What follows belongs to an exercise in optimizing a design on an open flow for small area, a short achievable clock period and few clock cycles per item; a production flow would make more cautious choices.
Only simulation tests tie the RTL to the original design; equivalence was not proved.
No activity file was given, so power comes from the tool's default toggle rates.

===== design/flow/config.mk =====
export PLATFORM = sky130hd
export DESIGN_NAME = viterbi_decoder
export DESIGN_NICKNAME = viterbi_decoder
export VERILOG_FILES = /design/flow/design.v
export SDC_FILE = /design/flow/constraint.sdc
export NUM_CORES = 4
export LEC_CHECK = 0
export ABC_AREA = 1
export CAP_MARGIN = 20
export CORE_MARGIN = 2
export CORE_UTILIZATION = 40
export SETUP_SLACK_MARGIN = 0.2
export SLEW_MARGIN = 20

===== design/flow/constraint.sdc =====
create_clock -name core_clock -period 5.0 [get_ports {clk}]
set_input_delay 1.0000 -clock core_clock [delete_from_list [all_inputs] [get_ports {clk}]]
set_output_delay 1.0000 -clock core_clock [all_outputs]
set_load 0.01 [all_outputs]

===== design/flow/design.v =====
module vfront(data, cut);
  input [15:0] data;
  output [22:0] cut;
  wire new_n40, new_n41, new_n42, new_n43, new_n44, new_n45, new_n46,
    new_n47, new_n48, new_n49, new_n50, new_n51, new_n52, new_n53, new_n54,
    new_n55, new_n56, new_n57, new_n58, new_n59, new_n60, new_n61, new_n62,
    new_n63, new_n64, new_n65, new_n66, new_n67, new_n68, new_n69, new_n70,
    new_n71, new_n72, new_n73, new_n74, new_n75, new_n76, new_n77, new_n78,
    new_n79, new_n80, new_n81, new_n82, new_n83, new_n84, new_n85, new_n86,
    new_n87, new_n88, new_n89, new_n90, new_n91, new_n92, new_n93, new_n94,
    new_n95, new_n96, new_n97, new_n98, new_n99, new_n100, new_n101,
    new_n102, new_n103, new_n104, new_n105, new_n106, new_n107, new_n108,
    new_n109, new_n110, new_n111, new_n112, new_n113, new_n114, new_n115,
    new_n116, new_n117, new_n118, new_n119, new_n120, new_n121, new_n122,
    new_n123, new_n124, new_n125, new_n126, new_n127, new_n128, new_n129,
    new_n130, new_n131, new_n132, new_n133, new_n134, new_n135, new_n136,
    new_n137, new_n138, new_n139, new_n140, new_n141, new_n142, new_n143,
    new_n144, new_n145, new_n146, new_n148, new_n149, new_n150, new_n151,
    new_n152, new_n153, new_n154, new_n155, new_n156, new_n157, new_n158,
    new_n159, new_n160, new_n161, new_n162, new_n163, new_n164, new_n165,
    new_n166, new_n167, new_n168, new_n169, new_n170, new_n171, new_n172,
    new_n173, new_n174, new_n175, new_n176, new_n177, new_n178, new_n179,
    new_n180, new_n181, new_n182, new_n183, new_n184, new_n185, new_n186,
    new_n187, new_n188, new_n189, new_n190, new_n191, new_n192, new_n193,
    new_n194, new_n195, new_n196, new_n197, new_n198, new_n199, new_n200,
    new_n201, new_n202, new_n203, new_n204, new_n205, new_n206, new_n207,
    new_n208, new_n209, new_n210, new_n211, new_n212, new_n213, new_n214,
    new_n215, new_n216, new_n217, new_n218, new_n219, new_n220, new_n221,
    new_n222, new_n223, new_n224, new_n225, new_n226, new_n227, new_n228,
    new_n229, new_n230, new_n231, new_n232, new_n233, new_n234, new_n235,
    new_n236, new_n237, new_n238, new_n239, new_n241, new_n242, new_n243,
    new_n244, new_n245, new_n246, new_n247, new_n248, new_n249, new_n250,
    new_n251, new_n252, new_n253, new_n254, new_n255, new_n256, new_n257,
    new_n258, new_n259, new_n260, new_n261, new_n263, new_n264, new_n265,
    new_n266, new_n267, new_n269, new_n270, new_n271, new_n272, new_n273,
    new_n274, new_n275, new_n276, new_n277, new_n278, new_n279, new_n280,
    new_n282, new_n283, new_n284, new_n285, new_n286, new_n287, new_n288,
    new_n289, new_n290, new_n292, new_n294, new_n295, new_n296, new_n297,
    new_n298, new_n299, new_n300, new_n301, new_n302, new_n303, new_n304,
    new_n305, new_n306, new_n307, new_n308, new_n309, new_n310, new_n311,
    new_n312, new_n313, new_n314, new_n315, new_n316, new_n317, new_n318,
    new_n319, new_n320, new_n321, new_n322, new_n323, new_n324, new_n325,
    new_n326, new_n327, new_n328, new_n329, new_n330, new_n331, new_n332,
    new_n333, new_n334, new_n335, new_n336, new_n337, new_n338, new_n339,
    new_n340, new_n341, new_n343, new_n344, new_n346, new_n347, new_n348,
    new_n349, new_n350, new_n352, new_n353, new_n354, new_n355, new_n356,
    new_n357, new_n358, new_n359, new_n360, new_n361, new_n362, new_n363,
    new_n364, new_n365, new_n366, new_n367, new_n369, new_n370, new_n372,
    new_n373, new_n375, new_n376, new_n378, new_n379, new_n380, new_n382,
    new_n383, new_n385, new_n386;
  assign new_n40 = ~data[8] & data[9];
  assign new_n41 = data[8] & ~data[9];
  assign new_n42 = ~new_n40 & ~new_n41;
  assign new_n43 = ~data[12] & data[13];
  assign new_n44 = data[12] & ~data[13];
  assign new_n45 = ~new_n43 & ~new_n44;
  assign new_n46 = data[10] & ~new_n45;
  assign new_n47 = ~data[10] & new_n45;
  assign new_n48 = ~new_n46 & ~new_n47;
  assign new_n49 = new_n42 & ~new_n48;
  assign new_n50 = ~data[10] & data[11];
  assign new_n51 = data[10] & ~data[11];
  assign new_n52 = ~new_n50 & ~new_n51;
  assign new_n53 = data[9] & ~new_n52;
  assign new_n54 = ~data[9] & new_n52;
  assign new_n55 = ~new_n53 & ~new_n54;
  assign new_n56 = data[14] & data[15];
  assign new_n57 = ~data[10] & new_n56;
  assign new_n58 = ~data[14] & ~data[15];
  assign new_n59 = data[10] & new_n58;
  assign new_n60 = ~new_n57 & ~new_n59;
  assign new_n61 = ~data[11] & data[13];
  assign new_n62 = data[11] & ~data[13];
  assign new_n63 = ~new_n61 & ~new_n62;
  assign new_n64 = ~new_n48 & new_n63;
  assign new_n65 = new_n60 & new_n64;
  assign new_n66 = ~new_n56 & ~new_n58;
  assign new_n67 = new_n60 & ~new_n66;
  assign new_n68 = new_n48 & new_n67;
  assign new_n69 = new_n42 & ~new_n68;
  assign new_n70 = ~new_n65 & new_n69;
  assign new_n71 = new_n65 & ~new_n66;
  assign new_n72 = new_n60 & ~new_n71;
  assign new_n73 = ~new_n42 & new_n72;
  assign new_n74 = ~new_n70 & ~new_n73;
  assign new_n75 = new_n55 & new_n74;
  assign new_n76 = new_n49 & new_n75;
  assign new_n77 = ~data[12] & new_n40;
  assign new_n78 = data[12] & new_n41;
  assign new_n79 = ~new_n77 & ~new_n78;
  assign new_n80 = ~new_n42 & new_n79;
  assign new_n81 = new_n48 & ~new_n63;
  assign new_n82 = ~new_n67 & new_n81;
  assign new_n83 = new_n80 & new_n82;
  assign new_n84 = ~new_n76 & ~new_n83;
  assign new_n85 = ~new_n60 & new_n81;
  assign new_n86 = ~new_n48 & ~new_n60;
  assign new_n87 = ~new_n68 & ~new_n86;
  assign new_n88 = ~new_n42 & new_n48;
  assign new_n89 = ~new_n49 & ~new_n88;
  assign new_n90 = new_n87 & ~new_n89;
  assign new_n91 = ~new_n66 & new_n89;
  assign new_n92 = ~new_n90 & ~new_n91;
  assign new_n93 = ~new_n42 & new_n71;
  assign new_n94 = ~new_n92 & ~new_n93;
  assign new_n95 = data[7] & ~new_n71;
  assign new_n96 = ~new_n55 & new_n74;
  assign new_n97 = ~data[6] & ~data[7];
  assign new_n98 = ~new_n42 & new_n85;
  assign new_n99 = ~new_n97 & ~new_n98;
  assign new_n100 = ~new_n96 & ~new_n99;
  assign new_n101 = ~data[7] & ~new_n55;
  assign new_n102 = ~new_n100 & new_n101;
  assign new_n103 = new_n42 & ~new_n102;
  assign new_n104 = new_n85 & ~new_n103;
  assign new_n105 = ~new_n55 & ~new_n60;
  assign new_n106 = ~new_n48 & new_n105;
  assign new_n107 = ~new_n42 & new_n106;
  assign new_n108 = ~data[7] & ~new_n107;
  assign new_n109 = ~new_n104 & new_n108;
  assign new_n110 = ~new_n95 & ~new_n109;
  assign new_n111 = new_n94 & new_n110;
  assign new_n112 = ~new_n63 & ~new_n67;
  assign new_n113 = ~new_n65 & new_n87;
  assign new_n114 = ~new_n112 & new_n113;
  assign new_n115 = ~new_n42 & new_n114;
  assign new_n116 = new_n79 & new_n115;
  assign new_n117 = data[6] & ~data[7];
  assign new_n118 = new_n116 & new_n117;
  assign new_n119 = new_n63 & new_n72;
  assign new_n120 = ~new_n113 & new_n119;
  assign new_n121 = new_n80 & new_n120;
  assign new_n122 = ~new_n71 & ~new_n114;
  assign new_n123 = ~new_n94 & ~new_n122;
  assign new_n124 = ~new_n80 & new_n123;
  assign new_n125 = ~new_n121 & ~new_n124;
  assign new_n126 = new_n97 & ~new_n125;
  assign new_n127 = ~data[6] & data[7];
  assign new_n128 = new_n83 & new_n127;
  assign new_n129 = ~new_n126 & ~new_n128;
  assign new_n130 = ~new_n118 & new_n129;
  assign new_n131 = data[6] & data[7];
  assign new_n132 = ~new_n79 & new_n94;
  assign new_n133 = ~new_n105 & ~new_n132;
  assign new_n134 = ~new_n86 & ~new_n133;
  assign new_n135 = ~new_n42 & new_n86;
  assign new_n136 = new_n92 & new_n112;
  assign new_n137 = ~data[8] & ~data[9];
  assign new_n138 = ~data[12] & ~new_n137;
  assign new_n139 = data[8] & data[9];
  assign new_n140 = data[12] & ~new_n139;
  assign new_n141 = ~new_n138 & ~new_n140;
  assign new_n142 = new_n136 & ~new_n141;
  assign new_n143 = ~new_n85 & ~new_n142;
  assign new_n144 = ~new_n135 & new_n143;
  assign new_n145 = ~new_n134 & new_n144;
  assign new_n146 = ~new_n131 & ~new_n145;
  assign cut[13] = new_n100 | new_n146;
  assign new_n148 = ~new_n98 & ~new_n143;
  assign new_n149 = ~data[7] & new_n76;
  assign new_n150 = ~new_n148 & ~new_n149;
  assign new_n151 = ~cut[13] & ~new_n150;
  assign new_n152 = new_n42 & ~new_n141;
  assign new_n153 = new_n136 & ~new_n152;
  assign new_n154 = ~new_n85 & ~new_n153;
  assign new_n155 = ~new_n134 & ~new_n154;
  assign new_n156 = new_n117 & new_n155;
  assign new_n157 = new_n79 & new_n123;
  assign new_n158 = ~new_n79 & new_n120;
  assign new_n159 = ~new_n157 & ~new_n158;
  assign new_n160 = new_n127 & ~new_n159;
  assign new_n161 = ~new_n156 & ~new_n160;
  assign new_n162 = ~new_n151 & new_n161;
  assign new_n163 = new_n130 & new_n162;
  assign new_n164 = ~new_n64 & ~new_n81;
  assign new_n165 = ~new_n89 & ~new_n164;
  assign new_n166 = new_n55 & ~new_n86;
  assign new_n167 = ~new_n106 & ~new_n166;
  assign new_n168 = new_n127 & ~new_n167;
  assign new_n169 = ~new_n66 & new_n168;
  assign new_n170 = new_n55 & new_n131;
  assign new_n171 = new_n82 & new_n170;
  assign new_n172 = data[6] & new_n66;
  assign new_n173 = new_n42 & ~new_n172;
  assign new_n174 = ~new_n171 & ~new_n173;
  assign new_n175 = ~new_n169 & new_n174;
  assign new_n176 = ~new_n103 & ~new_n175;
  assign new_n177 = new_n165 & ~new_n176;
  assign new_n178 = new_n84 & new_n177;
  assign new_n179 = new_n163 & ~new_n178;
  assign new_n180 = ~new_n111 & new_n179;
  assign new_n181 = new_n85 & new_n180;
  assign new_n182 = ~new_n75 & new_n181;
  assign new_n183 = ~new_n125 & new_n131;
  assign new_n184 = ~new_n79 & new_n97;
  assign new_n185 = new_n114 & new_n184;
  assign new_n186 = ~new_n85 & ~new_n135;
  assign new_n187 = new_n55 & ~new_n186;
  assign new_n188 = new_n97 & ~new_n143;
  assign new_n189 = ~new_n187 & new_n188;
  assign new_n190 = ~new_n185 & ~new_n189;
  assign new_n191 = ~new_n183 & new_n190;
  assign new_n192 = ~new_n97 & ~new_n145;
  assign new_n193 = ~new_n96 & new_n131;
  assign new_n194 = ~new_n192 & ~new_n193;
  assign new_n195 = ~new_n131 & ~new_n187;
  assign new_n196 = new_n194 & ~new_n195;
  assign new_n197 = new_n127 & new_n155;
  assign new_n198 = new_n117 & ~new_n159;
  assign new_n199 = data[6] & new_n55;
  assign new_n200 = ~data[6] & ~new_n55;
  assign new_n201 = ~new_n199 & ~new_n200;
  assign new_n202 = new_n70 & ~new_n92;
  assign new_n203 = ~new_n81 & new_n202;
  assign new_n204 = ~new_n201 & new_n203;
  assign new_n205 = data[7] & new_n204;
  assign new_n206 = ~new_n198 & ~new_n205;
  assign new_n207 = ~new_n197 & new_n206;
  assign new_n208 = ~new_n196 & new_n207;
  assign new_n209 = new_n191 & new_n208;
  assign new_n210 = ~new_n97 & ~new_n131;
  assign new_n211 = new_n68 & new_n75;
  assign new_n212 = ~new_n107 & ~new_n211;
  assign new_n213 = ~data[7] & ~new_n203;
  assign new_n214 = data[7] & ~new_n115;
  assign new_n215 = new_n201 & ~new_n214;
  assign new_n216 = ~new_n213 & new_n215;
  assign new_n217 = ~new_n116 & ~new_n216;
  assign new_n218 = new_n212 & new_n217;
  assign new_n219 = new_n210 & ~new_n218;
  assign new_n220 = ~new_n84 & new_n210;
  assign new_n221 = new_n82 & new_n184;
  assign new_n222 = ~new_n220 & ~new_n221;
  assign new_n223 = ~new_n219 & new_n222;
  assign new_n224 = new_n209 & new_n223;
  assign new_n225 = ~new_n182 & new_n224;
  assign new_n226 = new_n210 & ~new_n212;
  assign new_n227 = ~new_n66 & ~new_n110;
  assign new_n228 = new_n176 & ~new_n227;
  assign new_n229 = ~new_n55 & new_n97;
  assign new_n230 = new_n71 & new_n229;
  assign new_n231 = new_n85 & new_n170;
  assign new_n232 = ~new_n230 & ~new_n231;
  assign new_n233 = ~new_n228 & new_n232;
  assign new_n234 = ~new_n226 & new_n233;
  assign new_n235 = new_n163 & ~new_n185;
  assign new_n236 = new_n207 & new_n235;
  assign new_n237 = new_n234 & new_n236;
  assign new_n238 = new_n55 & new_n71;
  assign new_n239 = new_n237 & new_n238;
  assign cut[4] = ~new_n225 | new_n239;
  assign new_n241 = ~new_n84 & ~cut[4];
  assign new_n242 = new_n92 & new_n210;
  assign new_n243 = new_n159 & new_n242;
  assign new_n244 = new_n154 & new_n243;
  assign new_n245 = ~new_n241 & ~new_n244;
  assign new_n246 = new_n72 & new_n91;
  assign new_n247 = ~new_n67 & ~new_n81;
  assign new_n248 = new_n91 & new_n247;
  assign new_n249 = ~new_n83 & ~new_n248;
  assign new_n250 = ~new_n134 & ~new_n249;
  assign new_n251 = ~new_n246 & ~new_n250;
  assign new_n252 = ~new_n110 & new_n251;
  assign new_n253 = new_n210 & new_n236;
  assign new_n254 = ~new_n252 & new_n253;
  assign new_n255 = new_n191 & ~new_n216;
  assign new_n256 = new_n170 & new_n203;
  assign new_n257 = data[7] & new_n76;
  assign new_n258 = ~new_n256 & ~new_n257;
  assign new_n259 = new_n255 & new_n258;
  assign new_n260 = ~new_n254 & new_n259;
  assign new_n261 = new_n234 & new_n260;
  assign cut[0] = ~new_n245 | ~new_n261;
  assign new_n263 = data[7] & ~new_n196;
  assign new_n264 = new_n246 & ~new_n263;
  assign new_n265 = ~data[7] & ~new_n196;
  assign new_n266 = new_n248 & ~new_n265;
  assign new_n267 = ~new_n264 & ~new_n266;
  assign cut[1] = ~new_n237 | ~new_n267;
  assign new_n269 = new_n222 & new_n245;
  assign new_n270 = new_n170 & new_n246;
  assign new_n271 = new_n229 & new_n248;
  assign new_n272 = ~new_n270 & ~new_n271;
  assign new_n273 = new_n269 & new_n272;
  assign new_n274 = ~new_n94 & new_n225;
  assign new_n275 = new_n180 & ~new_n274;
  assign new_n276 = ~new_n85 & ~new_n203;
  assign new_n277 = new_n200 & ~new_n276;
  assign new_n278 = ~new_n211 & ~new_n277;
  assign new_n279 = data[7] & ~new_n278;
  assign new_n280 = new_n275 & ~new_n279;
  assign cut[2] = ~new_n273 | ~new_n280;
  assign new_n282 = new_n135 & new_n170;
  assign new_n283 = ~new_n216 & ~new_n282;
  assign new_n284 = data[6] & new_n246;
  assign new_n285 = new_n176 & ~new_n284;
  assign new_n286 = data[6] & new_n211;
  assign new_n287 = new_n161 & ~new_n286;
  assign new_n288 = ~new_n196 & new_n287;
  assign new_n289 = ~new_n285 & new_n288;
  assign new_n290 = new_n283 & new_n289;
  assign cut[3] = ~new_n273 | ~new_n290;
  assign new_n292 = ~new_n79 & new_n85;
  assign cut[7] = ~new_n194 | new_n292;
  assign new_n294 = new_n57 & new_n62;
  assign new_n295 = new_n59 & new_n61;
  assign new_n296 = ~data[12] & ~new_n295;
  assign new_n297 = data[10] & ~new_n56;
  assign new_n298 = ~new_n58 & ~new_n297;
  assign new_n299 = new_n61 & new_n298;
  assign new_n300 = new_n62 & ~new_n298;
  assign new_n301 = ~new_n299 & ~new_n300;
  assign new_n302 = ~new_n296 & new_n301;
  assign new_n303 = ~new_n294 & ~new_n302;
  assign new_n304 = new_n40 & ~new_n85;
  assign new_n305 = ~new_n303 & ~new_n304;
  assign new_n306 = ~new_n68 & ~new_n247;
  assign new_n307 = new_n41 & ~new_n306;
  assign new_n308 = ~new_n305 & ~new_n307;
  assign new_n309 = ~new_n57 & new_n62;
  assign new_n310 = new_n308 & new_n309;
  assign new_n311 = ~new_n59 & ~new_n63;
  assign new_n312 = ~new_n298 & ~new_n311;
  assign new_n313 = ~new_n57 & new_n61;
  assign new_n314 = ~new_n308 & new_n313;
  assign new_n315 = ~new_n312 & ~new_n314;
  assign new_n316 = ~new_n310 & new_n315;
  assign new_n317 = cut[7] & ~new_n316;
  assign new_n318 = ~new_n71 & new_n137;
  assign new_n319 = new_n138 & ~new_n139;
  assign new_n320 = ~new_n120 & new_n319;
  assign new_n321 = data[12] & new_n42;
  assign new_n322 = ~data[11] & ~data[13];
  assign new_n323 = ~data[10] & ~new_n56;
  assign new_n324 = ~new_n58 & ~new_n323;
  assign new_n325 = new_n322 & ~new_n324;
  assign new_n326 = data[11] & data[13];
  assign new_n327 = new_n324 & new_n326;
  assign new_n328 = ~new_n325 & ~new_n327;
  assign new_n329 = ~new_n321 & ~new_n328;
  assign new_n330 = ~new_n320 & ~new_n329;
  assign new_n331 = ~new_n318 & new_n330;
  assign new_n332 = ~data[10] & new_n58;
  assign new_n333 = new_n322 & ~new_n332;
  assign new_n334 = new_n331 & new_n333;
  assign new_n335 = new_n326 & ~new_n332;
  assign new_n336 = ~new_n331 & new_n335;
  assign new_n337 = new_n63 & ~new_n67;
  assign new_n338 = new_n324 & ~new_n337;
  assign new_n339 = ~new_n336 & ~new_n338;
  assign new_n340 = ~new_n334 & new_n339;
  assign new_n341 = ~cut[7] & new_n340;
  assign cut[5] = ~new_n317 & ~new_n341;
  assign new_n343 = ~cut[7] & new_n331;
  assign new_n344 = cut[7] & ~new_n308;
  assign cut[6] = new_n343 | new_n344;
  assign new_n346 = ~new_n98 & ~new_n117;
  assign new_n347 = ~new_n75 & ~new_n346;
  assign new_n348 = new_n154 & ~new_n250;
  assign new_n349 = ~new_n116 & new_n348;
  assign new_n350 = ~new_n127 & ~new_n349;
  assign cut[10] = new_n347 | new_n350;
  assign new_n352 = new_n40 & ~new_n306;
  assign new_n353 = new_n303 & ~new_n352;
  assign new_n354 = new_n41 & ~new_n85;
  assign new_n355 = ~new_n353 & ~new_n354;
  assign new_n356 = new_n309 & ~new_n355;
  assign new_n357 = new_n313 & new_n355;
  assign new_n358 = ~new_n312 & ~new_n357;
  assign new_n359 = ~new_n356 & new_n358;
  assign new_n360 = cut[10] & ~new_n359;
  assign new_n361 = ~new_n71 & new_n139;
  assign new_n362 = new_n330 & ~new_n361;
  assign new_n363 = new_n335 & ~new_n362;
  assign new_n364 = new_n333 & new_n362;
  assign new_n365 = ~new_n338 & ~new_n364;
  assign new_n366 = ~new_n363 & new_n365;
  assign new_n367 = ~cut[10] & new_n366;
  assign cut[8] = ~new_n360 & ~new_n367;
  assign new_n369 = ~cut[10] & new_n362;
  assign new_n370 = cut[10] & new_n355;
  assign cut[9] = new_n369 | new_n370;
  assign new_n372 = cut[13] & ~new_n316;
  assign new_n373 = ~cut[13] & new_n340;
  assign cut[11] = ~new_n372 & ~new_n373;
  assign new_n375 = cut[13] & ~new_n308;
  assign new_n376 = ~cut[13] & new_n331;
  assign cut[12] = new_n375 | new_n376;
  assign new_n378 = ~new_n98 & ~new_n127;
  assign new_n379 = ~new_n75 & ~new_n378;
  assign new_n380 = ~new_n117 & ~new_n349;
  assign cut[16] = new_n379 | new_n380;
  assign new_n382 = ~new_n359 & cut[16];
  assign new_n383 = new_n366 & ~cut[16];
  assign cut[14] = ~new_n382 & ~new_n383;
  assign new_n385 = new_n362 & ~cut[16];
  assign new_n386 = new_n355 & cut[16];
  assign cut[15] = new_n385 | new_n386;
  assign cut[17] = data[0];
  assign cut[18] = data[1];
  assign cut[19] = data[2];
  assign cut[20] = data[3];
  assign cut[21] = data[4];
  assign cut[22] = data[5];
endmodule
module vback(cut, dout);
  input [22:0] cut;
  output [7:0] dout;
  wire new_n32, new_n33, new_n34, new_n35, new_n36, new_n37, new_n38,
    new_n39, new_n40, new_n41, new_n42, new_n43, new_n44, new_n45, new_n46,
    new_n47, new_n48, new_n49, new_n50, new_n51, new_n52, new_n53, new_n54,
    new_n55, new_n56, new_n57, new_n58, new_n59, new_n60, new_n61, new_n62,
    new_n63, new_n64, new_n65, new_n66, new_n67, new_n68, new_n69, new_n70,
    new_n71, new_n72, new_n73, new_n74, new_n75, new_n76, new_n77, new_n78,
    new_n79, new_n80, new_n81, new_n82, new_n83, new_n84, new_n85, new_n86,
    new_n87, new_n88, new_n89, new_n90, new_n91, new_n92, new_n93, new_n94,
    new_n95, new_n96, new_n97, new_n98, new_n99, new_n100, new_n101,
    new_n102, new_n103, new_n104, new_n105, new_n106, new_n107, new_n108,
    new_n109, new_n110, new_n111, new_n112, new_n113, new_n114, new_n115,
    new_n116, new_n117, new_n118, new_n119, new_n120, new_n121, new_n122,
    new_n123, new_n124, new_n125, new_n126, new_n127, new_n128, new_n129,
    new_n130, new_n131, new_n132, new_n133, new_n134, new_n135, new_n136,
    new_n137, new_n138, new_n139, new_n140, new_n141, new_n142, new_n143,
    new_n144, new_n145, new_n146, new_n147, new_n148, new_n149, new_n150,
    new_n151, new_n152, new_n153, new_n154, new_n155, new_n156, new_n157,
    new_n158, new_n159, new_n160, new_n161, new_n162, new_n163, new_n164,
    new_n165, new_n166, new_n167, new_n168, new_n169, new_n170, new_n171,
    new_n172, new_n173, new_n174, new_n175, new_n176, new_n177, new_n178,
    new_n179, new_n180, new_n181, new_n182, new_n183, new_n184, new_n185,
    new_n186, new_n187, new_n188, new_n189, new_n190, new_n191, new_n192,
    new_n193, new_n194, new_n195, new_n196, new_n197, new_n198, new_n199,
    new_n200, new_n201, new_n202, new_n203, new_n204, new_n205, new_n206,
    new_n207, new_n208, new_n209, new_n210, new_n211, new_n212, new_n213,
    new_n214, new_n215, new_n216, new_n217, new_n218, new_n219, new_n220,
    new_n221, new_n222, new_n223, new_n224, new_n225, new_n226, new_n227,
    new_n228, new_n229, new_n230, new_n231, new_n232, new_n233, new_n234,
    new_n235, new_n236, new_n237, new_n238, new_n239, new_n240, new_n241,
    new_n242, new_n243, new_n244, new_n245, new_n246, new_n247, new_n248,
    new_n249, new_n250, new_n251, new_n252, new_n253, new_n254, new_n255,
    new_n256, new_n257, new_n258, new_n259, new_n260, new_n261, new_n262,
    new_n263, new_n264, new_n265, new_n266, new_n267, new_n268, new_n269,
    new_n270, new_n271, new_n272, new_n273, new_n274, new_n275, new_n276,
    new_n277, new_n278, new_n279, new_n280, new_n281, new_n282, new_n283,
    new_n284, new_n285, new_n286, new_n287, new_n288, new_n289, new_n290,
    new_n291, new_n292, new_n293, new_n295, new_n296, new_n297, new_n298,
    new_n299, new_n300, new_n301, new_n302, new_n303, new_n304, new_n305,
    new_n306, new_n307, new_n308, new_n309, new_n310, new_n311, new_n312,
    new_n313, new_n314, new_n316, new_n317, new_n318, new_n319, new_n320,
    new_n321, new_n322, new_n324, new_n325, new_n326, new_n327, new_n328,
    new_n329, new_n330, new_n331, new_n332, new_n333, new_n334, new_n335,
    new_n336, new_n337, new_n338, new_n339, new_n341, new_n342, new_n343,
    new_n344, new_n345, new_n346, new_n347, new_n348, new_n349, new_n350,
    new_n351, new_n352, new_n353, new_n354, new_n355, new_n357, new_n358,
    new_n359, new_n360, new_n361, new_n362, new_n363, new_n364, new_n366,
    new_n367, new_n368, new_n369, new_n370, new_n371, new_n373, new_n374,
    new_n375, new_n376, new_n377, new_n378;
  assign new_n32 = cut[19] & cut[20];
  assign new_n33 = cut[21] & cut[22];
  assign new_n34 = cut[0] & cut[2];
  assign new_n35 = ~cut[1] & new_n34;
  assign new_n36 = cut[3] & cut[4];
  assign new_n37 = new_n35 & new_n36;
  assign new_n38 = ~cut[3] & cut[4];
  assign new_n39 = cut[1] & cut[2];
  assign new_n40 = new_n38 & new_n39;
  assign new_n41 = ~new_n37 & ~new_n40;
  assign new_n42 = new_n33 & ~new_n41;
  assign new_n43 = ~cut[21] & ~cut[22];
  assign new_n44 = ~cut[2] & ~cut[4];
  assign new_n45 = ~cut[0] & ~cut[1];
  assign new_n46 = cut[3] & ~new_n45;
  assign new_n47 = new_n44 & new_n46;
  assign new_n48 = new_n43 & new_n47;
  assign new_n49 = ~new_n42 & ~new_n48;
  assign new_n50 = cut[21] & ~cut[22];
  assign new_n51 = ~cut[21] & cut[22];
  assign new_n52 = ~new_n50 & ~new_n51;
  assign new_n53 = ~cut[3] & ~new_n33;
  assign new_n54 = cut[3] & ~new_n43;
  assign new_n55 = ~new_n53 & ~new_n54;
  assign new_n56 = new_n52 & ~new_n55;
  assign new_n57 = ~cut[4] & new_n39;
  assign new_n58 = new_n56 & new_n57;
  assign new_n59 = new_n49 & ~new_n58;
  assign new_n60 = cut[3] & ~cut[4];
  assign new_n61 = cut[0] & new_n60;
  assign new_n62 = cut[1] & ~cut[2];
  assign new_n63 = new_n61 & new_n62;
  assign new_n64 = ~cut[22] & ~new_n63;
  assign new_n65 = cut[22] & ~new_n37;
  assign new_n66 = ~new_n64 & ~new_n65;
  assign new_n67 = new_n59 & ~new_n66;
  assign new_n68 = new_n32 & ~new_n67;
  assign new_n69 = ~cut[1] & ~cut[4];
  assign new_n70 = ~cut[1] & ~cut[2];
  assign new_n71 = ~cut[0] & new_n70;
  assign new_n72 = ~new_n69 & ~new_n71;
  assign new_n73 = ~new_n44 & ~new_n72;
  assign new_n74 = ~cut[3] & new_n73;
  assign new_n75 = new_n50 & new_n70;
  assign new_n76 = new_n51 & ~new_n70;
  assign new_n77 = ~new_n75 & ~new_n76;
  assign new_n78 = new_n74 & ~new_n77;
  assign new_n79 = ~cut[2] & ~cut[3];
  assign new_n80 = ~new_n45 & ~new_n79;
  assign new_n81 = cut[2] & cut[3];
  assign new_n82 = ~cut[1] & ~new_n81;
  assign new_n83 = ~new_n79 & new_n82;
  assign new_n84 = cut[0] & cut[1];
  assign new_n85 = ~new_n45 & ~new_n84;
  assign new_n86 = ~new_n83 & ~new_n85;
  assign new_n87 = ~new_n80 & ~new_n86;
  assign new_n88 = new_n69 & new_n87;
  assign new_n89 = new_n51 & new_n88;
  assign new_n90 = ~new_n38 & ~new_n60;
  assign new_n91 = new_n35 & ~new_n90;
  assign new_n92 = new_n44 & ~new_n84;
  assign new_n93 = ~cut[3] & new_n92;
  assign new_n94 = cut[1] & new_n93;
  assign new_n95 = ~new_n91 & ~new_n94;
  assign new_n96 = new_n50 & ~new_n95;
  assign new_n97 = ~new_n89 & ~new_n96;
  assign new_n98 = ~new_n78 & new_n97;
  assign new_n99 = ~cut[19] & ~cut[20];
  assign new_n100 = new_n98 & new_n99;
  assign new_n101 = ~new_n39 & ~new_n70;
  assign new_n102 = ~cut[0] & ~cut[2];
  assign new_n103 = ~cut[3] & ~new_n102;
  assign new_n104 = new_n101 & new_n103;
  assign new_n105 = ~cut[4] & new_n104;
  assign new_n106 = new_n43 & new_n105;
  assign new_n107 = new_n73 & ~new_n90;
  assign new_n108 = new_n33 & new_n107;
  assign new_n109 = ~new_n106 & ~new_n108;
  assign new_n110 = new_n34 & new_n38;
  assign new_n111 = new_n60 & new_n102;
  assign new_n112 = ~new_n110 & ~new_n111;
  assign new_n113 = ~cut[1] & ~new_n112;
  assign new_n114 = new_n55 & new_n113;
  assign new_n115 = new_n109 & ~new_n114;
  assign new_n116 = new_n32 & new_n115;
  assign new_n117 = ~new_n100 & ~new_n116;
  assign new_n118 = cut[4] & ~new_n34;
  assign new_n119 = ~new_n83 & ~new_n104;
  assign new_n120 = new_n118 & ~new_n119;
  assign new_n121 = new_n56 & new_n120;
  assign new_n122 = new_n61 & ~new_n101;
  assign new_n123 = new_n51 & new_n122;
  assign new_n124 = ~cut[3] & new_n39;
  assign new_n125 = ~cut[0] & ~cut[4];
  assign new_n126 = new_n124 & ~new_n125;
  assign new_n127 = ~new_n110 & new_n126;
  assign new_n128 = new_n50 & new_n127;
  assign new_n129 = ~new_n123 & ~new_n128;
  assign new_n130 = new_n39 & new_n125;
  assign new_n131 = ~new_n52 & new_n130;
  assign new_n132 = cut[4] & new_n87;
  assign new_n133 = ~new_n45 & new_n52;
  assign new_n134 = new_n132 & new_n133;
  assign new_n135 = ~new_n131 & ~new_n134;
  assign new_n136 = new_n129 & new_n135;
  assign new_n137 = ~new_n121 & new_n136;
  assign new_n138 = ~new_n117 & new_n137;
  assign new_n139 = ~cut[19] & cut[20];
  assign new_n140 = cut[19] & ~cut[20];
  assign new_n141 = ~new_n139 & ~new_n140;
  assign new_n142 = new_n46 & ~new_n102;
  assign new_n143 = new_n118 & new_n142;
  assign new_n144 = new_n50 & new_n143;
  assign new_n145 = cut[0] & ~cut[2];
  assign new_n146 = ~new_n69 & ~new_n145;
  assign new_n147 = ~cut[3] & new_n146;
  assign new_n148 = ~new_n142 & ~new_n147;
  assign new_n149 = cut[4] & new_n148;
  assign new_n150 = ~new_n70 & new_n149;
  assign new_n151 = new_n51 & new_n150;
  assign new_n152 = ~new_n144 & ~new_n151;
  assign new_n153 = new_n49 & new_n152;
  assign new_n154 = ~new_n141 & new_n153;
  assign new_n155 = ~new_n138 & ~new_n154;
  assign new_n156 = new_n55 & new_n120;
  assign new_n157 = new_n36 & new_n52;
  assign new_n158 = new_n62 & new_n157;
  assign new_n159 = ~cut[4] & ~new_n52;
  assign new_n160 = ~new_n80 & new_n159;
  assign new_n161 = new_n86 & new_n160;
  assign new_n162 = ~new_n158 & ~new_n161;
  assign new_n163 = ~new_n156 & new_n162;
  assign new_n164 = new_n81 & new_n118;
  assign new_n165 = ~cut[1] & ~cut[21];
  assign new_n166 = cut[1] & cut[21];
  assign new_n167 = ~new_n165 & ~new_n166;
  assign new_n168 = new_n164 & ~new_n167;
  assign new_n169 = new_n99 & ~new_n168;
  assign new_n170 = new_n163 & new_n169;
  assign new_n171 = ~new_n52 & new_n77;
  assign new_n172 = new_n132 & new_n171;
  assign new_n173 = ~new_n114 & ~new_n172;
  assign new_n174 = new_n140 & new_n173;
  assign new_n175 = new_n78 & ~new_n125;
  assign new_n176 = ~new_n58 & ~new_n175;
  assign new_n177 = new_n139 & new_n176;
  assign new_n178 = ~new_n174 & ~new_n177;
  assign new_n179 = new_n51 & new_n63;
  assign new_n180 = new_n37 & new_n50;
  assign new_n181 = ~new_n179 & ~new_n180;
  assign new_n182 = new_n51 & new_n127;
  assign new_n183 = new_n50 & new_n122;
  assign new_n184 = ~new_n182 & ~new_n183;
  assign new_n185 = cut[1] & ~new_n52;
  assign new_n186 = ~new_n112 & new_n185;
  assign new_n187 = new_n52 & new_n93;
  assign new_n188 = ~new_n186 & ~new_n187;
  assign new_n189 = new_n184 & new_n188;
  assign new_n190 = new_n181 & new_n189;
  assign new_n191 = new_n32 & new_n190;
  assign new_n192 = new_n178 & ~new_n191;
  assign new_n193 = ~new_n170 & new_n192;
  assign new_n194 = new_n152 & ~new_n172;
  assign new_n195 = new_n52 & new_n164;
  assign new_n196 = new_n194 & ~new_n195;
  assign new_n197 = new_n99 & ~new_n196;
  assign new_n198 = ~new_n193 & ~new_n197;
  assign new_n199 = ~new_n155 & new_n198;
  assign new_n200 = ~new_n68 & new_n199;
  assign new_n201 = cut[17] & ~cut[18];
  assign new_n202 = ~new_n200 & new_n201;
  assign new_n203 = new_n33 & new_n105;
  assign new_n204 = new_n43 & new_n107;
  assign new_n205 = ~new_n203 & ~new_n204;
  assign new_n206 = new_n56 & new_n113;
  assign new_n207 = new_n205 & ~new_n206;
  assign new_n208 = new_n140 & new_n207;
  assign new_n209 = new_n74 & new_n171;
  assign new_n210 = new_n51 & ~new_n95;
  assign new_n211 = new_n50 & new_n88;
  assign new_n212 = ~new_n210 & ~new_n211;
  assign new_n213 = ~new_n209 & new_n212;
  assign new_n214 = new_n139 & new_n213;
  assign new_n215 = ~new_n208 & ~new_n214;
  assign new_n216 = new_n135 & new_n184;
  assign new_n217 = ~new_n156 & new_n216;
  assign new_n218 = ~new_n215 & new_n217;
  assign new_n219 = new_n51 & new_n143;
  assign new_n220 = new_n50 & new_n150;
  assign new_n221 = ~new_n219 & ~new_n220;
  assign new_n222 = new_n33 & new_n47;
  assign new_n223 = ~new_n41 & new_n43;
  assign new_n224 = ~new_n222 & ~new_n223;
  assign new_n225 = new_n221 & new_n224;
  assign new_n226 = new_n141 & new_n225;
  assign new_n227 = ~new_n218 & ~new_n226;
  assign new_n228 = ~new_n77 & new_n132;
  assign new_n229 = ~new_n206 & ~new_n228;
  assign new_n230 = new_n32 & new_n229;
  assign new_n231 = ~new_n52 & new_n66;
  assign new_n232 = new_n129 & new_n188;
  assign new_n233 = ~new_n231 & new_n232;
  assign new_n234 = new_n140 & new_n233;
  assign new_n235 = ~new_n230 & ~new_n234;
  assign new_n236 = new_n55 & new_n57;
  assign new_n237 = ~new_n125 & new_n209;
  assign new_n238 = ~new_n236 & ~new_n237;
  assign new_n239 = new_n99 & new_n238;
  assign new_n240 = new_n164 & new_n167;
  assign new_n241 = ~new_n121 & ~new_n240;
  assign new_n242 = new_n162 & new_n241;
  assign new_n243 = new_n139 & new_n242;
  assign new_n244 = ~new_n239 & ~new_n243;
  assign new_n245 = new_n235 & new_n244;
  assign new_n246 = new_n224 & ~new_n236;
  assign new_n247 = new_n181 & new_n246;
  assign new_n248 = new_n140 & ~new_n247;
  assign new_n249 = new_n221 & ~new_n228;
  assign new_n250 = ~new_n195 & new_n249;
  assign new_n251 = new_n139 & ~new_n250;
  assign new_n252 = ~new_n248 & ~new_n251;
  assign new_n253 = ~new_n245 & new_n252;
  assign new_n254 = ~new_n227 & new_n253;
  assign new_n255 = ~cut[17] & cut[18];
  assign new_n256 = ~new_n254 & new_n255;
  assign new_n257 = ~new_n202 & ~new_n256;
  assign new_n258 = ~new_n99 & new_n163;
  assign new_n259 = new_n98 & new_n258;
  assign new_n260 = new_n196 & new_n259;
  assign new_n261 = ~new_n32 & new_n189;
  assign new_n262 = new_n115 & new_n261;
  assign new_n263 = new_n67 & new_n262;
  assign new_n264 = ~new_n260 & ~new_n263;
  assign new_n265 = new_n173 & new_n176;
  assign new_n266 = ~new_n178 & ~new_n265;
  assign new_n267 = ~cut[20] & ~new_n181;
  assign new_n268 = cut[20] & new_n168;
  assign new_n269 = ~new_n267 & ~new_n268;
  assign new_n270 = ~new_n266 & new_n269;
  assign new_n271 = ~new_n264 & new_n270;
  assign new_n272 = ~new_n155 & new_n271;
  assign new_n273 = cut[18] & ~new_n272;
  assign new_n274 = new_n99 & ~new_n240;
  assign new_n275 = new_n207 & new_n233;
  assign new_n276 = new_n247 & new_n275;
  assign new_n277 = cut[20] & new_n276;
  assign new_n278 = ~new_n139 & new_n162;
  assign new_n279 = new_n213 & new_n278;
  assign new_n280 = new_n250 & new_n279;
  assign new_n281 = cut[20] & new_n66;
  assign new_n282 = ~new_n121 & ~new_n281;
  assign new_n283 = new_n280 & new_n282;
  assign new_n284 = ~new_n277 & ~new_n283;
  assign new_n285 = ~new_n274 & new_n284;
  assign new_n286 = new_n99 & ~new_n229;
  assign new_n287 = new_n32 & ~new_n238;
  assign new_n288 = ~new_n286 & ~new_n287;
  assign new_n289 = ~new_n227 & new_n288;
  assign new_n290 = ~new_n285 & new_n289;
  assign new_n291 = ~cut[17] & ~new_n290;
  assign new_n292 = ~new_n273 & ~new_n291;
  assign new_n293 = ~new_n255 & ~new_n292;
  assign dout[0] = ~new_n257 | new_n293;
  assign new_n295 = new_n140 & ~new_n246;
  assign new_n296 = new_n139 & ~new_n249;
  assign new_n297 = ~new_n201 & ~new_n296;
  assign new_n298 = ~new_n295 & new_n297;
  assign new_n299 = ~new_n254 & ~new_n298;
  assign new_n300 = ~new_n266 & new_n288;
  assign new_n301 = new_n205 & new_n212;
  assign new_n302 = new_n141 & new_n301;
  assign new_n303 = new_n97 & new_n109;
  assign new_n304 = ~new_n141 & new_n303;
  assign new_n305 = ~new_n302 & ~new_n304;
  assign new_n306 = new_n300 & ~new_n305;
  assign new_n307 = ~new_n299 & new_n306;
  assign new_n308 = new_n200 & new_n307;
  assign new_n309 = new_n32 & ~new_n59;
  assign new_n310 = new_n99 & ~new_n194;
  assign new_n311 = ~new_n309 & ~new_n310;
  assign new_n312 = new_n298 & new_n311;
  assign new_n313 = ~new_n255 & new_n312;
  assign new_n314 = ~new_n308 & ~new_n313;
  assign dout[1] = ~new_n257 | new_n314;
  assign new_n316 = ~new_n298 & ~new_n307;
  assign new_n317 = ~new_n245 & ~new_n305;
  assign new_n318 = ~new_n193 & new_n317;
  assign new_n319 = cut[18] & ~new_n318;
  assign new_n320 = new_n290 & ~new_n319;
  assign new_n321 = ~dout[1] & ~new_n320;
  assign new_n322 = ~new_n256 & ~new_n321;
  assign dout[2] = new_n316 | ~new_n322;
  assign new_n324 = new_n298 & new_n314;
  assign new_n325 = ~new_n202 & ~new_n324;
  assign new_n326 = ~cut[18] & ~new_n318;
  assign new_n327 = new_n272 & ~new_n326;
  assign new_n328 = ~dout[1] & ~new_n327;
  assign new_n329 = new_n325 & ~new_n328;
  assign new_n330 = new_n32 & new_n325;
  assign new_n331 = new_n260 & ~new_n330;
  assign new_n332 = new_n99 & new_n325;
  assign new_n333 = ~new_n331 & ~new_n332;
  assign new_n334 = ~new_n329 & new_n333;
  assign new_n335 = new_n139 & new_n321;
  assign new_n336 = new_n140 & new_n321;
  assign new_n337 = new_n280 & ~new_n336;
  assign new_n338 = ~new_n335 & ~new_n337;
  assign new_n339 = dout[2] & new_n338;
  assign dout[3] = new_n334 | new_n339;
  assign new_n341 = dout[2] & ~new_n338;
  assign new_n342 = ~new_n329 & ~new_n333;
  assign new_n343 = ~new_n341 & ~new_n342;
  assign new_n344 = ~new_n81 & new_n159;
  assign new_n345 = new_n33 & new_n341;
  assign new_n346 = new_n43 & ~new_n341;
  assign new_n347 = ~new_n345 & ~new_n346;
  assign new_n348 = ~new_n344 & new_n347;
  assign new_n349 = ~new_n343 & new_n348;
  assign new_n350 = new_n52 & new_n148;
  assign new_n351 = ~new_n51 & new_n334;
  assign new_n352 = ~new_n50 & ~new_n334;
  assign new_n353 = ~new_n351 & ~new_n352;
  assign new_n354 = ~new_n350 & ~new_n353;
  assign new_n355 = dout[3] & new_n354;
  assign dout[4] = new_n349 | new_n355;
  assign new_n357 = ~new_n343 & ~new_n348;
  assign new_n358 = cut[7] & new_n357;
  assign new_n359 = cut[16] & new_n355;
  assign new_n360 = ~new_n358 & ~new_n359;
  assign new_n361 = cut[10] & new_n349;
  assign new_n362 = dout[3] & ~new_n354;
  assign new_n363 = cut[13] & new_n362;
  assign new_n364 = ~new_n361 & ~new_n363;
  assign dout[5] = ~new_n360 | ~new_n364;
  assign new_n366 = cut[6] & new_n357;
  assign new_n367 = cut[9] & new_n349;
  assign new_n368 = cut[12] & new_n362;
  assign new_n369 = ~new_n367 & ~new_n368;
  assign new_n370 = cut[15] & new_n355;
  assign new_n371 = new_n369 & ~new_n370;
  assign dout[6] = new_n366 | ~new_n371;
  assign new_n373 = cut[14] & new_n355;
  assign new_n374 = cut[8] & new_n349;
  assign new_n375 = cut[11] & new_n362;
  assign new_n376 = ~new_n374 & ~new_n375;
  assign new_n377 = cut[5] & new_n357;
  assign new_n378 = new_n376 & ~new_n377;
  assign dout[7] = new_n373 | ~new_n378;
endmodule
module viterbi_decoder(clk, rst, en, data, data_out, done_flag);
    input clk, rst, en;
    input [15:0] data;
    output [7:0] data_out;
    output reg done_flag;
    wire [22:0] cut;
    reg  [22:0] cut_q;
    vfront head (.data(data), .cut(cut));
    vback  tail (.cut(cut_q), .dout(data_out));
    always @(posedge clk or posedge rst)
        if (rst) done_flag <= 1'b0;
        else     done_flag <= en;
    always @(posedge clk)
        cut_q <= cut;
endmodule

===== design/flow/flow/run.sh =====
#!/bin/bash
# The standard layout (the standard.sh, on the standard synthesis script) with two
# changes:
#  - ADDER_MAP_FILE is empty, so Yosys does not extract half/full adders into
#    sky130 ha/fa cells before ABC; ABC maps that logic with the rest.
#  - the port buffers inserted before global placement are sky130_fd_sc_hd__buf_2
#    instead of the resizer's default pick (a clkdlybuf4s50 delay cell).
# Registers and their names are those of the standard synthesis.
set -euo pipefail
export BUFFER_PORTS_ARGS="-buffer_cell sky130_fd_sc_hd__buf_2"
bash standard.sh ADDER_MAP_FILE= finish > standard.log 2>&1

===== design/flow/standard.sh =====
#!/bin/bash
# synth_recipe.tcl (not shown) runs the flow's synth.tcl, then flattens the netlist and writes it again
# the make line also repeats each setting of config.mk as NAME=value (left out here)
make -C /OpenROAD-flow-scripts/flow DESIGN_CONFIG=/design/flow/config.mk WORK_HOME=/design/flow/orfs CLKGATE_MAP_FILE= SYNTH_SCRIPT=/design/flow/synth_recipe.tcl "${@:-finish}"

==> results of run 1 <==
sequential cells by signal (all words and copies together) (netlist names):
name and cells:
cut_q 23, done_flag 1
cell usage after synthesis (all sizes together), types with 2 or more instances:
cell      n
nand2   228
nor2    104
inv      96
nand3    90
o21ai    31
nand4    27
dfxtp    23
a21oi    22
nor3      6
a31oi     5
buf       5
o22ai     5
or2       5
xor2      4
mux2      3
nand3b    3
a22oi     2
a311oi    2
and2      2
nor4      2
metal layers:
metal  global-route usage [%]  vias to the layer above
met1                     29.2                     2044
li1                         -                     2270
met4                     16.1                        0
met3                     1.94                       63
met5                        0                        -
met2                     48.3                      233
cell type report:
cell class	instances	share of cell area [%]
multi-input combinational	551	68.3
sequential	24	12.8
inverter	97	9.56
timing repair buffer	29	3.94
tap	108	3.55
clock buffer	3	1.08
clock inverter	1	0.789
worst max-delay path by stage:
stage                      start          end  slack (ps)  cells after the start
2_1_floorplan   cut_q[1]$_DFF_P_  data_out[7]        1600                     23
3_3_place_gp    cut_q[1]$_DFF_P_  data_out[7]         670                     23
3_5_place_dp    cut_q[1]$_DFF_P_  data_out[6]         810                     23
4_1_cts         cut_q[1]$_DFF_P_  data_out[6]         480                     23
5_1_grt         cut_q[3]$_DFF_P_  data_out[6]         220                     23
6_report       cut_q[21]$_DFF_P_  data_out[6]         470                     21
logic make-up after synthesis:
| logic type | count (synthesis) |
|---|---|
| DFF | 24 |
| buffers and inverters | 103 |
| AOI/OAI and AO/OA | 75 |
| and+or+nand+nor | 469 |
| muxes | 3 |
| xor gates and xnor gates | 4 |
power by group:
| part | total, mW | internal (mW) | switching [mW] | leakage [nW] |
|---|---|---|---|---|
| registers | 0.285 | 0.234 | 0.0510 | 0.206 |
| logic | 1.01 | 0.310 | 0.697 | 1.87 |
| clock network | 0.171 | 0.107 | 0.0643 | 0.0357 |
placed cells by master, fill, tap and decap left out, types with 3 or more instances in the layout:
| cell | Yosys | final |
|---|---|---|
| sky130_fd_sc_hd__nand2_2 | 9 | 9 |
| sky130_fd_sc_hd__dfxtp_1 | 23 | 21 |
| sky130_fd_sc_hd__nor2_1 | 94 | 94 |
| sky130_fd_sc_hd__mux2_2 | 3 | 3 |
| sky130_fd_sc_hd__nand3b_1 | 3 | 3 |
| sky130_fd_sc_hd__nor3_1 | 6 | 6 |
| sky130_fd_sc_hd__nand4_1 | 26 | 26 |
| sky130_fd_sc_hd__o21ai_1 | 3 | 3 |
| sky130_fd_sc_hd__nand3_2 | 5 | 5 |
| sky130_fd_sc_hd__o22ai_1 | 5 | 5 |
| sky130_fd_sc_hd__or2_2 | 3 | 3 |
| sky130_fd_sc_hd__nor2_2 | 7 | 7 |
| sky130_fd_sc_hd__inv_1 | 83 | 83 |
| sky130_fd_sc_hd__clkbuf_8 | 0 | 3 |
| sky130_fd_sc_hd__nand3_1 | 85 | 85 |
| sky130_fd_sc_hd__nor2_4 | 3 | 3 |
| sky130_fd_sc_hd__a21oi_1 | 21 | 21 |
| sky130_fd_sc_hd__inv_2 | 13 | 14 |
| sky130_fd_sc_hd__nand2_1 | 218 | 218 |
| sky130_fd_sc_hd__o21ai_0 | 26 | 26 |
| sky130_fd_sc_hd__xor2_1 | 4 | 4 |
| sky130_fd_sc_hd__a31oi_1 | 5 | 5 |
| sky130_fd_sc_hd__buf_2 | 4 | 27 |
==> impl_metrics.yaml, run 1 <==
power_and_ir_drop:
  power.static_leakage_nw: 2.11
  p_per_area_nw_per_um2: 384
  worst_ir_drop_on_vdd_v: 0.000108
  totalPowerFinal_mw: 1.46
synth:
  postSynth.topFlopCell: "sky130_fd_sc_hd__dfxtp_1"
  netlist_area_um2: 3480
  cell_taking_the_most_area_after_synthesis: "sky130_fd_sc_hd__nand2_1"
  synth_top_family_by_area: "simple AND/OR/NAND/NOR gates"
  synth.lib_cells_used.distinct: 45
  synth-edff-count: 0
  synth-xor-area-share_pct: 1.01
  synth_adder_area_share_pct: 0
  synthDominantCellAreaShare_pct: 23.5
  yosysWarnings: 1
  yosys_register_bits: 24
  yosys.area_share.simple_pct: 60.0
  synth_compound_area_share_pct: 12.7
  synth_area_leaders: "sky130_fd_sc_hd__nand2_1 (24%), sky130_fd_sc_hd__dfxtp_1 (13%), sky130_fd_sc_hd__nand3_1 (12%)"
  synth.mux.area_fraction_pct: 0.971
  share_of_async_settable_or_async_resettable_flops_after_synthesis_pct: 4.17
  postSynthCellCount: 678
  synth_seq_area_share_pct: 14.0
  synthesis.area_per_instance_um2: 5.13
  synth.net_count: 697
final_layout:
  syn2layout_area_growth_pct: 9.42
  fill_cells: 988
  finish.utilization_pct: 44.3
  drive_above_1_share_pct: 12.1
  final-instance-count-excl-fill: 813
  antennaDiodeCount: 0
  final_area_um2: 3810
  ff_latch_area_um2: 488
  multi_input_area_um2: 2600
  num-nets-final: 725
die:
  die_y_um: 97.3
  boundaryPins: 28
  design.die.area_um2: 9460
  starting_utilization_of_the_core_area_pct: 40.5
  core_area_um2: 8590
  chipWidth_um: 97.3
  rows: 34
setup_path:
  critical-path-top-delay-family: "simple AND/OR/NAND/NOR gates"
  critical_path.slowest_cell: "sky130_fd_sc_hd__dfxtp_1"
  critical_setup_path_kind: "flop to primary output"
  crit_required_ps: 4000
  cp_max_fo: 8
  cpPeakStageDelay_ps: 550
  worst_path_buffer_plus_inverter_count: 3
  critPathMostFrequentCell: "sky130_fd_sc_hd__nand2_1"
  crit_path_start_kind: "flop"
  timing.critical_path.cells: "nand2_2 > nand2_4 > inv_2 > nor2_2 > nand4_1 > nand3_1 > nand2_1 > nand2_1 > nand2_1 > nor2_1 > nand3_2 > nand3_1 > nand3_1 > nand2_1 > nand3_2 > a21boi_2 > nand4_1 > nand2_1 > inv_2 > nand2_1 > buf_2"
  cp_data_arrival_time_ps: 3530
  timing.critical_path.to_type: "primary output"
global_routing:
  overflow: 0
  pin_count_of_the_biggest_net_entering_global_routing: 15
  grt_pass1_wl_um: 20700
  grt_antenna_before_repair: 0
  grtUsageTotal_pct: 26.2
  first_global_vias: 4401
placement:
  globalplace.congestion: 0.999
  post_dp_cell_area_um2: 3730
  numPortBuffers: 27
  place_hpwl_um: 10300
  number_of_cells_in_the_design_after_placement: 809
  dp_worst_setup_slack_ps: 814
cts:
  post_cts_buffers: 0
  clock-root-buffer: "sky130_fd_sc_hd__clkbuf_8"
  cts_tree: "yes"
  path_clk_slew_ps: 90
  cts_made_buffers: 3
  cts_sinks: 24
  cts.path.max_buffers: 2
  clock_h_tree_levels: 1
  cts.repair.resized: 0
  cts-hold-fix-buffers: 0
drt:
  detail_route.iter0.violations: 313
  drt_pre_antenna_iters: 5
  wirelength_um: 12300
  dr.max_layer_used: "met4"
  routedWlPerCell_um: 15.1
  vias_per_cell: 5.67
  dr_total_vias: 4610
  met2_length_um: 6010
  route.detailed.drc: 0
  drt-met1-wl_um: 4740
  detailroute.wirelength.met3_um: 693
  route.antenna.remaining_nets: 0
timing:
  timing.slew.headroom_pct: 51.4
  timing.final.ws_setup_ps: 474
  max_clock_freq_ghz: 0.221
  setup_repair_after_global_routing_missed_its_margin: "false"
  final.period_utilization_pct: 90.5
  setup_viol_count_final: 0
  final_max_slew_viol_count: 0
  hold_viol: 0
  worst_hold_slack_ps: 544
  finalWorstPathRequiredPeriod_ps: 4530
  max_slew.worst_pin.slew_ps: 727
  fin_setup_tns_ps: 0
status:
  status: "no timing/DRC/antenna violations"
worst_hold_path:
  timing.hold.worst.class: "input pin to asynchronous set/reset pin"
job:
  max_cap_viol_count: 0
Testbench counts, summed over its fixed seeds: cycles 1,280, blocks 1,280.
==> run 2, diff against run 1 <==
--- a/design/flow/config.mk
+++ b/design/flow/config.mk
@@ -10,4 +10,3 @@
 export CORE_MARGIN = 2
 export CORE_UTILIZATION = 40
-export SETUP_SLACK_MARGIN = 0.2
 export SLEW_MARGIN = 20
==> run 2 against run 1 <==
  * Final cell count did not move
  * Sequential power barely moved
  * Utilization barely moved
  * Fmax fell by 2.4%
  * Sequential cell count did not move
  * Die area did not move
  * Count of clock-buffer cells in the layout did not move
  * Worst hold slack barely moved
  * Clock power barely moved
  * Synthesized cell count did not move
  * Total power barely moved
  * Routed wire length rose by 0.23%
  * Critical path type unchanged
  * Largest power group unchanged
==> impl_metrics.yaml, run 2 <==
cts:
  clock-root-buffer: "sky130_fd_sc_hd__clkbuf_8"
  post_cts_buffers: 0
  clock_h_tree_levels: 1
  cts-hold-fix-buffers: 0
  cts_tree: "yes"
  cts.repair.resized: 0
  cts_sinks: 24
  cts.path.max_buffers: 2
  cts_made_buffers: 3
  path_clk_slew_ps: 90
setup_path:
  timing.critical_path.to_type: "primary output"
  critPathMostFrequentCell: "sky130_fd_sc_hd__nand2_1"
  cpPeakStageDelay_ps: 540
  critical_setup_path_kind: "flop to primary output"
  critical_path.slowest_cell: "sky130_fd_sc_hd__dfxtp_1"
  setup.worst_path.start: "cut_q[1]$_DFF_P_"
  timing.critical_path.cells: "clkinv_1 > nand2_1 > nand2_1 > nand2_1 > inv_1 > nand3_1 > nand3_1 > o21ai_0 > nand2_1 > nor2_1 > nand3_2 > nand3_1 > nand3_1 > nand2_1 > nand3_2 > a21boi_2 > nand4_1 > nand2_1 > inv_2 > nand2_1 > buf_2"
  cp_data_arrival_time_ps: 3640
  crit_required_ps: 4000
  cp_max_fo: 9
  crit_path_start_kind: "flop"
  last_element_of_the_critical_path: "data_out[6]"
synth:
  synth_seq_area_share_pct: 14.0
  synthDominantCellAreaShare_pct: 23.5
  share_of_async_settable_or_async_resettable_flops_after_synthesis_pct: 4.17
  postSynth.topFlopCell: "sky130_fd_sc_hd__dfxtp_1"
  netlist_area_um2: 3480
  yosys_register_bits: 24
  synth_top_cells_by_count: "sky130_fd_sc_hd__nand2_1 (218), sky130_fd_sc_hd__nor2_1 (94), sky130_fd_sc_hd__nand3_1 (85), sky130_fd_sc_hd__inv_1 (83)"
  synth_most_common_cell: "sky130_fd_sc_hd__nand2_1"
  postSynthCellCount: 678
  synth_area_leaders: "sky130_fd_sc_hd__nand2_1 (24%), sky130_fd_sc_hd__dfxtp_1 (13%), sky130_fd_sc_hd__nand3_1 (12%)"
  synth.net_count: 697
  synth-edff-count: 0
  synth.mux.area_fraction_pct: 0.971
  synthesis.area_per_instance_um2: 5.13
  yosysWarnings: 1
  synth.lib_cells_used.distinct: 45
  synth_top_family_by_area: "simple AND/OR/NAND/NOR gates"
  cell_taking_the_most_area_after_synthesis: "sky130_fd_sc_hd__nand2_1"
  yosys.area_share.simple_pct: 60.0
  synth_compound_area_share_pct: 12.7
  synth_adder_area_share_pct: 0
  synth-xor-area-share_pct: 1.01
power_and_ir_drop:
  power.static_leakage_nw: 2.11
  p_per_area_nw_per_um2: 385
  worst_ir_drop_on_vdd_v: 0.000108
global_routing:
  pin_count_of_the_biggest_net_entering_global_routing: 15
  grtUsageTotal_pct: 26.2
  grt_pass1_wl_um: 20700
  first_global_vias: 4401
  overflow: 0
  grt_antenna_before_repair: 0
timing:
  fin_setup_tns_ps: 0
  timing.slew.headroom_pct: 54.4
  worst_hold_slack_ps: 544
  setup_repair_after_global_routing_missed_its_margin: "false"
  final.period_utilization_pct: 92.7
  timing.final.ws_setup_ps: 363
  setup_viol_count_final: 0
  finalWorstPathRequiredPeriod_ps: 4640
  max_clock_freq_ghz: 0.216
  max_slew.worst_pin.slew_ps: 681
  hold_viol: 0
  final_max_slew_viol_count: 0
final_layout:
  ff_latch_area_um2: 485
  num-nets-final: 725
  regs_by_ff_count: "cut_q: 23 flops, done_flag: 1 flops"
  syn2layout_area_growth_pct: 9.35
  largest_register_by_flop_count: "cut_q"
  multi_input_area_um2: 2600
  fill_cells: 989
  antennaDiodeCount: 0
  mostFrequentLayoutCells: "sky130_fd_sc_hd__nand2_1 (218), sky130_fd_sc_hd__nor2_1 (94), sky130_fd_sc_hd__nand3_1 (85)"
  most_common_cell_after_layout_fill_and_taps_aside: "sky130_fd_sc_hd__nand2_1"
  largest_register_ffs: 23
  drive_above_1_share_pct: 11.6
drt:
  drt_pre_antenna_iters: 7
  route.detailed.drc: 0
  detail_route.iter0.violations: 320
  vias_per_cell: 5.67
  dr_total_vias: 4608
  routedWlPerCell_um: 15.1
  wirelength_um: 12300
  route.antenna.remaining_nets: 0
placement:
  numPortBuffers: 27
  place_hpwl_um: 10300
  globalplace.congestion: 0.999
  dp_worst_setup_slack_ps: 814
die:
  rows: 34
  starting_utilization_of_the_core_area_pct: 40.5
  boundaryPins: 28
  design.die.area_um2: 9460
  chipWidth_um: 97.3
  die_y_um: 97.3
  core_area_um2: 8590
job:
  max_cap_viol_count: 0
status:
  status: "no timing/DRC/antenna violations"
worst_hold_path:
  timing.hold.worst.class: "input pin to asynchronous set/reset pin"
==> run 2: cell counts after synthesis <==
Identical to the previous run, type by type.
==> run 2: worst min-delay path by stage <==
stage                                endpoint  slack [ps]  cells past startpoint
after floorplan           done_flag$_DFF_PP0_         730                      1
after global placement    done_flag$_DFF_PP0_         830                      2
after detailed placement  done_flag$_DFF_PP0_         840                      2
after CTS                 done_flag$_DFF_PP0_         540                      2
after global routing      done_flag$_DFF_PP0_         540                      2
final                     done_flag$_DFF_PP0_         540                      2
==> run 2: layout make-up <==
cell class	instances	area share, %
Timing Repair Buffer	29	3.95
Inverter	97	9.57
Sequential cell	24	12.8
Multi-Input combinational cell	551	68.3
Tap cell	108	3.55
Clock buffer	3	1.09
Clock inverter	1	0.789
==> run 2: through the flow <==
| stage | std cells | utilization [%] | area [um^2] | power [mW] |
|---|---|---|---|---|
| detailed placement | 809 | 43.4 | 3730 | 1.27 |
| finish | 813 | 44.3 | 3800 | 1.46 |
| global route | 813 | 44.3 | 3800 | 1.60 |
| CTS | 813 | 44.3 | 3800 | 1.45 |
| global placement | 809 | 43.4 | 3730 | 1.29 |
| floorplan | 678 | - | 3480 | 1.00 |
==> run 2: cells by family (layout without fill, tap and decap cells) <==
logic type / after synthesis / in the layout
simple gates: 469 / 469
buf+inv: 103 / 130
compound gates: 75 / 75
flops: 24 / 24
xor+xnor: 4 / 4
mux: 3 / 3
==> run 2: worst max-delay path: cells and delay by family (launching register included) <==
kind                   cells  cell delay [ps]
AO/OA/AOI/OAI              2              590
buffers and inverters      4              520
flip-flops                 1              540
AND/OR/NAND/NOR           15             1740
==> run 2: power by group <==
| part | switching, mW | internal, mW | total, mW |
|---|---|---|---|
| Clock | 0.0643 | 0.107 | 0.171 |
| Combinational | 0.699 | 0.310 | 1.01 |
| Sequential | 0.0507 | 0.234 | 0.284 |
| Total | 0.814 | 0.650 | 1.46 |
==> run 2: layer usage <==
layer	share of wire, %	vias to the layer above	GRT usage, %
met5	0	-	0
met4	6.4	0	16.1
met3	4.6	58	1.94
met2	49	210	48.3
met1	40	2068	29.2
li1	-	2272	-
==> run 3, diff against run 2 <==
--- a/design/flow/config.mk
+++ b/design/flow/config.mk
@@ -10,3 +10,4 @@
 export CORE_MARGIN = 2
 export CORE_UTILIZATION = 40
+export SETUP_SLACK_MARGIN = 0.35
 export SLEW_MARGIN = 20
==> run 3 against run 2 <==
  * Die area stayed put
  * Synthesized cell count stayed put
  * Sequential power is 1% higher
  * Cell area is 0.72% higher
  * Non-clock buffer count is 1 higher
  * Fmax is 6.1% higher
  * Sequential share of layout area is 0.23 points higher
  * Sequential cell count stayed put
  * Global-route usage stayed put
  * Utilization is 0.32 points higher
  * Critical path type unchanged
  * Largest cell class unchanged
  * Largest power group unchanged
==> impl_metrics.yaml, run 3 <==
final_layout:
  mostFrequentLayoutCells: "sky130_fd_sc_hd__nand2_1 (218), sky130_fd_sc_hd__nor2_1 (93), sky130_fd_sc_hd__nand3_1 (85)"
  largest_register_ffs: 23
  most_common_cell_after_layout_fill_and_taps_aside: "sky130_fd_sc_hd__nand2_1"
  finish.utilization_pct: 44.6
  largest_register_by_flop_count: "cut_q"
drt:
  dr_total_vias: 4615
  drt_pre_antenna_iters: 5
  wirelength_um: 12300
  route.detailed.drc: 0
  vias_per_cell: 5.67
  route.antenna.remaining_nets: 0
power_and_ir_drop:
  share_seq_of_total_power_pct: 19.6
  switching_portion_of_total_power_pct: 55.4
  worst_ir_drop_on_vdd_v: 0.000106
  net-switching-power_uw: 815
  share_clk_of_total_power_pct: 11.6
  power.static_leakage_nw: 2.11
  pwr-share-comb_pct: 68.8
  power_report.internal_total_uw: 657
global_routing:
  grt_util_met2_pct: 48.3
  grtUsageTotal_pct: 26.2
  first_global_vias: 4401
  grt_pass1_wl_um: 20700
  overflow: 0
  top_usage_layer: "met2"
  met1_usage_pct: 29.2
  grtUsageMet3_pct: 1.94
placement:
  number_of_cells_in_the_design_after_placement: 809
  place_hpwl_um: 10300
  numPortBuffers: 27
  globalplace.congestion: 0.999
synth:
  synthesis.area_per_instance_um2: 5.13
  synth_seq_area_share_pct: 14.0
  synth_top_cells_by_count: "sky130_fd_sc_hd__nand2_1 (218), sky130_fd_sc_hd__nor2_1 (94), sky130_fd_sc_hd__nand3_1 (85), sky130_fd_sc_hd__inv_1 (83)"
  synth_adder_area_share_pct: 0
  synth_most_common_cell: "sky130_fd_sc_hd__nand2_1"
  synth_area_leaders: "sky130_fd_sc_hd__nand2_1 (24%), sky130_fd_sc_hd__dfxtp_1 (13%), sky130_fd_sc_hd__nand3_1 (12%)"
  synth.lib_cells_used.distinct: 45
  postSynthCellCount: 678
  synth_compound_area_share_pct: 12.7
  cell_taking_the_most_area_after_synthesis: "sky130_fd_sc_hd__nand2_1"
  synth-xor-area-share_pct: 1.01
  synth_top_family_by_area: "simple AND/OR/NAND/NOR gates"
  postSynth.topFlopCell: "sky130_fd_sc_hd__dfxtp_1"
  yosys.area_share.simple_pct: 60.0
  synth-edff-count: 0
setup_path:
  critical-path-top-delay-family: "simple AND/OR/NAND/NOR gates"
  critPathMostFrequentCell: "sky130_fd_sc_hd__nand2_1"
  setup.worst_path.start: "cut_q[21]$_DFF_P_"
  timing.critical_path.cells: "inv_2 > nand2_1 > nand2_4 > inv_2 > nor2_2 > nand4_1 > nand3_1 > nand2_1 > nand2_1 > nand2_1 > nor2_2 > nand3_2 > nand2_2 > nand4_1 > nand2_1 > nand2_1 > nand3_1 > nand2_1 > nor2_2 > nand3_1 > nand2_1 > inv_1 > nand2_1 > buf_2"
  crit_cells: 24
  last_element_of_the_critical_path: "data_out[6]"
  cp_max_fo: 8
  critical_path.slowest_cell: "sky130_fd_sc_hd__dfxtp_2"
  cp_data_arrival_time_ps: 3370
timing:
  max_clock_freq_ghz: 0.229
  setup_repair_after_global_routing_missed_its_margin: "false"
  final.period_utilization_pct: 87.4
  setup_viol_count_final: 0
  finalWorstPathRequiredPeriod_ps: 4370
  timing.slew.headroom_pct: 53.3
status:
  status: "no timing/DRC/antenna violations"
cts:
  path_clk_slew_ps: 90
  cts_tree: "yes"
  cts_sinks: 24
  cts_made_buffers: 3
  cts-hold-fix-buffers: 0
  clock-root-buffer: "sky130_fd_sc_hd__clkbuf_8"
worst_hold_path:
  timing.hold.worst.class: "input pin to asynchronous set/reset pin"
job:
  max_cap_viol_count: 0
die:
  starting_utilization_of_the_core_area_pct: 40.5
-- run 3: cell counts after synthesis --
No cell type changed its count.
-- run 3: worst min-delay path by stage --
| stage | startpoint | slack [ps] | cells after the start | endpoint |
|---|---|---|---|---|
| 5_1_grt | rst | 540 | 2 | done_flag$_DFF_PP0_ |
| 3_3_place_gp | rst | 830 | 2 | done_flag$_DFF_PP0_ |
| 3_5_place_dp | rst | 840 | 2 | done_flag$_DFF_PP0_ |
| 2_1_floorplan | rst | 730 | 1 | done_flag$_DFF_PP0_ |
| 6_report | rst | 540 | 2 | done_flag$_DFF_PP0_ |
| 4_1_cts | rst | 540 | 2 | done_flag$_DFF_PP0_ |
-- run 3: cell type report --
type,instances,area [um^2],area share (%)
timing repair buffer,30,158,4.11
multi-input combinational,551,2610,68.0
inverter,97,364,9.50
clock inverter,1,30.0,0.784
sequential,24,498,13.0
clock buffer,3,41.3,1.08
tap,108,135,3.53
-- run 3: what timing repair did --
action | 4_1_cts | 5_1_grt
gates resized for setup | 0 | 12
endpoints found under the setup margin | 0 | 4
buffers inserted | 0 | 1
-- run 3: through the flow --
step	setup slack (ps)	area [um^2]	power [mW]
2_1_floorplan	1600	3480	1.00
3_3_place_gp	668	3730	1.29
3_5_place_dp	814	3730	1.27
4_1_cts	484	3800	1.45
5_1_grt	352	3830	1.61
6_report	631	3830	1.47
-- run 3: kinds of logic after synthesis --
| kind of cell | Yosys count |
|---|---|
| buffers and inverters | 103 |
| AOI/OAI and AO/OA | 75 |
| DFF | 24 |
| and+or+nand+nor | 469 |
| xor gates and xnor gates | 4 |
| muxes | 3 |
-- run 3: metal layers --
| metal | vias to the layer above | routed length, um |
|---|---|---|
| met2 | 231 | 6020 |
| met1 | 2047 | 4710 |
| li1 | 2269 | - |
| met3 | 68 | 676 |
| met5 | - | 0 |
| met4 | 0 | 852 |
-- run 3: power groups by stage --
| stage | registers (mW) | logic, mW | clock network [mW] |
|---|---|---|---|
| final | 0.288 | 1.01 | 0.171 |
| after global routing | 0.295 | 1.14 | 0.183 |
| after CTS | 0.282 | 0.990 | 0.176 |
| after detailed placement | 0.287 | 0.987 | 0 |
| after global placement | 0.289 | 1.00 | 0 |
| after floorplan | 0.249 | 0.752 | 0 |

[port drivers added, routing unchanged]
Ports are ideal in the flow. The routed layouts listed here were re-timed in OpenROAD. Step 1: set_driving_cell puts a clkbuf_16 on clk and a buf_2 on each other input, an assumption about the parent block. Step 2 moves the port delays by t, midway between the first and last clock arrival at a register: inputs arrive t later, outputs are due t later. That takes back most of the time a late clock gives input paths. a / b / c = ideal ports / drivers / drivers and shift; a / b = the first two.
run	t (ns)	slack for setup (ns)	worst setup path at the end	cell pins on the clock port's net
run 1	0.291	0.474 / 0.447 / 0.738	register to output	1
run 2	0.290	0.363 / 0.336 / 0.626	register to output	1
run 3	0.290	0.631 / 0.604 / 0.894	register to output	1
After both steps every run listed still meets setup and hold.
